This design comes from an exercise in tuning for small area on the open sky130 flow, not from production work. Only simulation tests tie the RTL to the original design; equivalence was not proved. Power and IR drop assume default switching activity.

## build 21
// spi_display_controller_top
module spi_display_controller_top (
    input   wire            mco,
    input   wire            rst_n,
    input   wire            SPI_CLK,
    input   wire            SPI_CS,
    input   wire            SPI_MOSI,
    input   wire            DC,
    input   wire    [ 5:0]  iModeSelectorPort,
    output  wire            oDispClockPort,
    output  wire            oDispHsyncPort,
    output  wire            oDispVsyncPort,
    output  wire            oDispDataEnablePort,
    output  wire            oDispDispPort,
    output  wire            oDispLedSHDNPort,
    output  wire    [17:0]  oSRAMAddrPort,
    output  wire    [23:0]  oSRAMDataPort,
    output  wire            oSRAMDataDrivePort,
    output  wire            oSRAMWriteEnablePort,
    output  wire            oSRAMOutputEnablePort
    );
For scale: roughly 750 cells after synthesis, roughly 63 I/O pins, ~7400 um2 of cells after synthesis.
==> flow/config.mk <==
export PLATFORM = sky130hd
export DESIGN_NAME = spi_display_controller_top
export DESIGN_NICKNAME = spi_display_controller_top
export VERILOG_FILES = /design/flow/design.v
export SDC_FILE = /design/flow/constraint.sdc
export NUM_CORES = 4
export LEC_CHECK = 0
export CAP_MARGIN = 5
export CORE_MARGIN = 2
export CORE_UTILIZATION = 40
export GPL_TIMING_DRIVEN = 0
export SLEW_MARGIN = 5
==> flow/constraint.sdc <==
create_clock -name core_clock -period 5.0 [get_ports {mco}]
set_input_delay 1.0000 -clock core_clock [delete_from_list [all_inputs] [get_ports {mco}]]
set_output_delay 1.0000 -clock core_clock [all_outputs]
set_load 0.01 [all_outputs]
standard.sh (not shown) runs the stock make flow with config.mk's settings and CLKGATE_MAP_FILE= SYNTH_SCRIPT=/design/flow/synth_recipe.tcl, a recipe that flattens the netlist after the stock synthesis.
==> flow/flow/run.sh <==
#!/bin/bash
# Layout flow: the standard synthesis, then its combinational logic
# re-mapped for area by ABC (the flip-flops, their names and cell types
# are kept as the standard synthesis made them), then the standard ORFS
# layout with a lighter clock tree (no dummy loads) and minimum-size port
# buffers. Each tool's output goes to its own log file in this folder.
set -euo pipefail
W=$(pwd)
R=$W/orfs/results/$FLOW_PLATFORM/spi_display_controller_top/base
LIB=$FLOW_HOME/platforms/$FLOW_PLATFORM/lib/sky130_fd_sc_hd__tt_025C_1v80.lib
YOSYS=yosys
[[ -x $FLOW_HOME/../tools/install/yosys/bin/yosys ]] && YOSYS=$FLOW_HOME/../tools/install/yosys/bin/yosys
export CTS_ARGS="-sink_clustering_enable -repair_clock_nets -dont_use_dummy_load -buf_list sky130_fd_sc_hd__clkbuf_8"
export BUFFER_PORTS_ARGS="-buffer_cell sky130_fd_sc_hd__buf_1"
export SKIP_REPAIR_TIE_FANOUT=1

bash standard.sh synth > synth_standard.log 2>&1
cp "$R/1_2_yosys.v" "$W/standard_netlist.v"
python3 flow/gen_models.py "$LIB" "$W/standard_netlist.v" "$W/comb_models.v" > gen_models.log 2>&1

DONT_USE=""
for c in sky130_fd_sc_hd__probe_p_8 sky130_fd_sc_hd__probec_p_8; do DONT_USE="$DONT_USE -dont_use $c"; done
for c in $(grep -o 'cell *( *"\?sky130_fd_sc_hd__lpflow_[a-z0-9_]*' "$LIB" | grep -o 'sky130_fd_sc_hd__lpflow_[a-z0-9_]*' | sort -u); do
  DONT_USE="$DONT_USE -dont_use $c"
done
cat > resynth.ys <<EOS
read_verilog $W/comb_models.v
read_liberty -lib -ignore_redef $LIB
read_verilog $W/standard_netlist.v
hierarchy -check -top $FLOW_TOP
flatten
delete t:\$scopeinfo
techmap
opt -fast
abc -liberty $LIB $DONT_USE -script $W/flow/area.abc
setundef -zero
splitnets
opt_clean -purge
hilomap -singleton -hicell sky130_fd_sc_hd__conb_1 HI -locell sky130_fd_sc_hd__conb_1 LO
opt_clean -purge
stat -liberty $LIB
write_verilog -noattr -noexpr -nohex -nodec $R/1_2_yosys.v
EOS
$YOSYS -s resynth.ys > resynth.log 2>&1

bash standard.sh synth > synth_odb.log 2>&1
bash standard.sh > layout.log 2>&1
Other scripts of this flow, unchanged in this note and not shown: flow/flow/area.abc, flow/flow/gen_models.py
> inputs changed (build 21 -> build 27)
Settings: changing CAP_MARGIN from 5 to 20; changing SLEW_MARGIN from 5 to 20.
--- a/flow/flow/run.sh
+++ b/flow/flow/run.sh
@@ -15 +14,0 @@
-export SKIP_REPAIR_TIE_FANOUT=1
@@ -39,0 +39 @@
+insbuf -buf sky130_fd_sc_hd__buf_4 A X
### Flow results
- Leakage power of the design was higher in the run labelled build 27.
- Going from build 21 to build 27, combinational power grew by more than 10%.
- Relative to build 21, synthesized cell count has increased by 22 in build 27.
- Build 27 leaves more setup margin than build 21.
[inputs] build 73 vs build 27
Settings: swapping 20 for 5 in SLEW_MARGIN; swapping 20 for 5 in CAP_MARGIN.
--- a/flow/flow/run.sh
+++ b/flow/flow/run.sh
@@ -39 +38,0 @@
-insbuf -buf sky130_fd_sc_hd__buf_4 A X
Notes after the runs:
Data required time at the worst endpoint, build 27 and build 73: smaller value in build 73. Non-clock buffer count (build 73 over build 27): decrease, about 32%. Build 73: minimum setup slack after placement higher than build 27.
Changes in build 68 relative to build 73:
--- a/flow/flow/run.sh
+++ b/flow/flow/run.sh
@@ -38,0 +39 @@
+insbuf -buf sky130_fd_sc_hd__buf_4 A X
==> run notes <==
The first-iteration DRC count in build 68 is 1.5 times that in build 73. Of build 68 and build 73, the higher fraction of area in multi-input gates belongs to build 73. Side by side, aggregate routed wire length turned out higher in build 68 than in build 73. Compared with build 73, in build 68 critical path arrival grew by 0.03 ns; source-to-sink clock delay at the later pin of the worst-skew pair held steady; non-filler instance count after layout grew by about 2.6%.
The inputs of build 89 differ from those of build 68 as listed below.
Settings: CORE_UTILIZATION: 40 -> 65.
--- a/flow/flow/run.sh
+++ b/flow/flow/run.sh
@@ -14,0 +15 @@
+export SKIP_REPAIR_TIE_FANOUT=1
@@ -39 +39,0 @@
-insbuf -buf sky130_fd_sc_hd__buf_4 A X
- Higher maximum vdd drop was reported by build 89, not build 68.
- Between build 68 and build 89, global routing usage on met2 is lower for build 68, build 89 comes in above that.
- Between build 68 and build 89, the least setup slack across all paths after layout is higher for build 68.
- On width of the die: between build 68 and build 89, it ends up higher for build 68.
Here is what was changed in the inputs of build 24 compared with build 89.
Settings: a change of CORE_UTILIZATION from 65 to 40; a change of CAP_MARGIN from 5 to 20; a change of SLEW_MARGIN from 5 to 20; a deleted GPL_TIMING_DRIVEN that had been 0.
--- a/flow/flow/run.sh
+++ b/flow/flow/run.sh
@@ -15 +14,0 @@
-export SKIP_REPAIR_TIE_FANOUT=1
@@ -39,0 +39 @@
+insbuf -buf sky130_fd_sc_hd__buf_4 A X
### Flow results
In the flow results for build 24 and build 89, the wire length of the first global-routing pass is smaller on build 89. STATUS worst hold slack: build 24 wins against build 89. The width of the die reported for build 24 is greater than that of build 89 by about 28%. Final instance area of build 24 exceeds that of build 89 by a few percent.

==> what the ideal ports hide <==
Ports are ideal in the flow. The routed layouts listed here were re-timed in OpenROAD.
Step 1, drivers: a clkbuf_16 drives mco and a buf_2 each remaining input, both assumed.
Step 2 times the ports against the registers' clock, not the clock port: input delays grow and output delays shrink by t, the midpoint of the rising clock arrivals with the driver on.
a / b / c = no drivers / after step 1 / after step 2; a / b = the first two.
| run | t, ns | slack for setup (ns) | latest minus earliest clock arrival (ns) |
|---|---|---|---|
| build 21 | 0.489 | 0.251 / 0.267 / -0.221 | 0.041 / 0.041 |
| build 27 | 0.481 | 0.255 / 0.270 / -0.211 | 0.026 / 0.025 |
| build 73 | 0.487 | 0.332 / 0.349 / -0.138 | 0.032 / 0.032 |
| build 68 | 0.484 | 0.305 / 0.324 / -0.160 | 0.030 / 0.031 |
| build 89 | 0.475 | 0.258 / 0.272 / -0.203 | 0.030 / 0.030 |
| build 24 | 0.486 | 0.386 / 0.407 / -0.078 | 0.041 / 0.041 |
Met with ideal ports but missed after step 2: setup timing in every run listed. The setup slack of build 21, which loses most, moves by +0.016 ns with the drivers and by -0.472 ns with both steps.
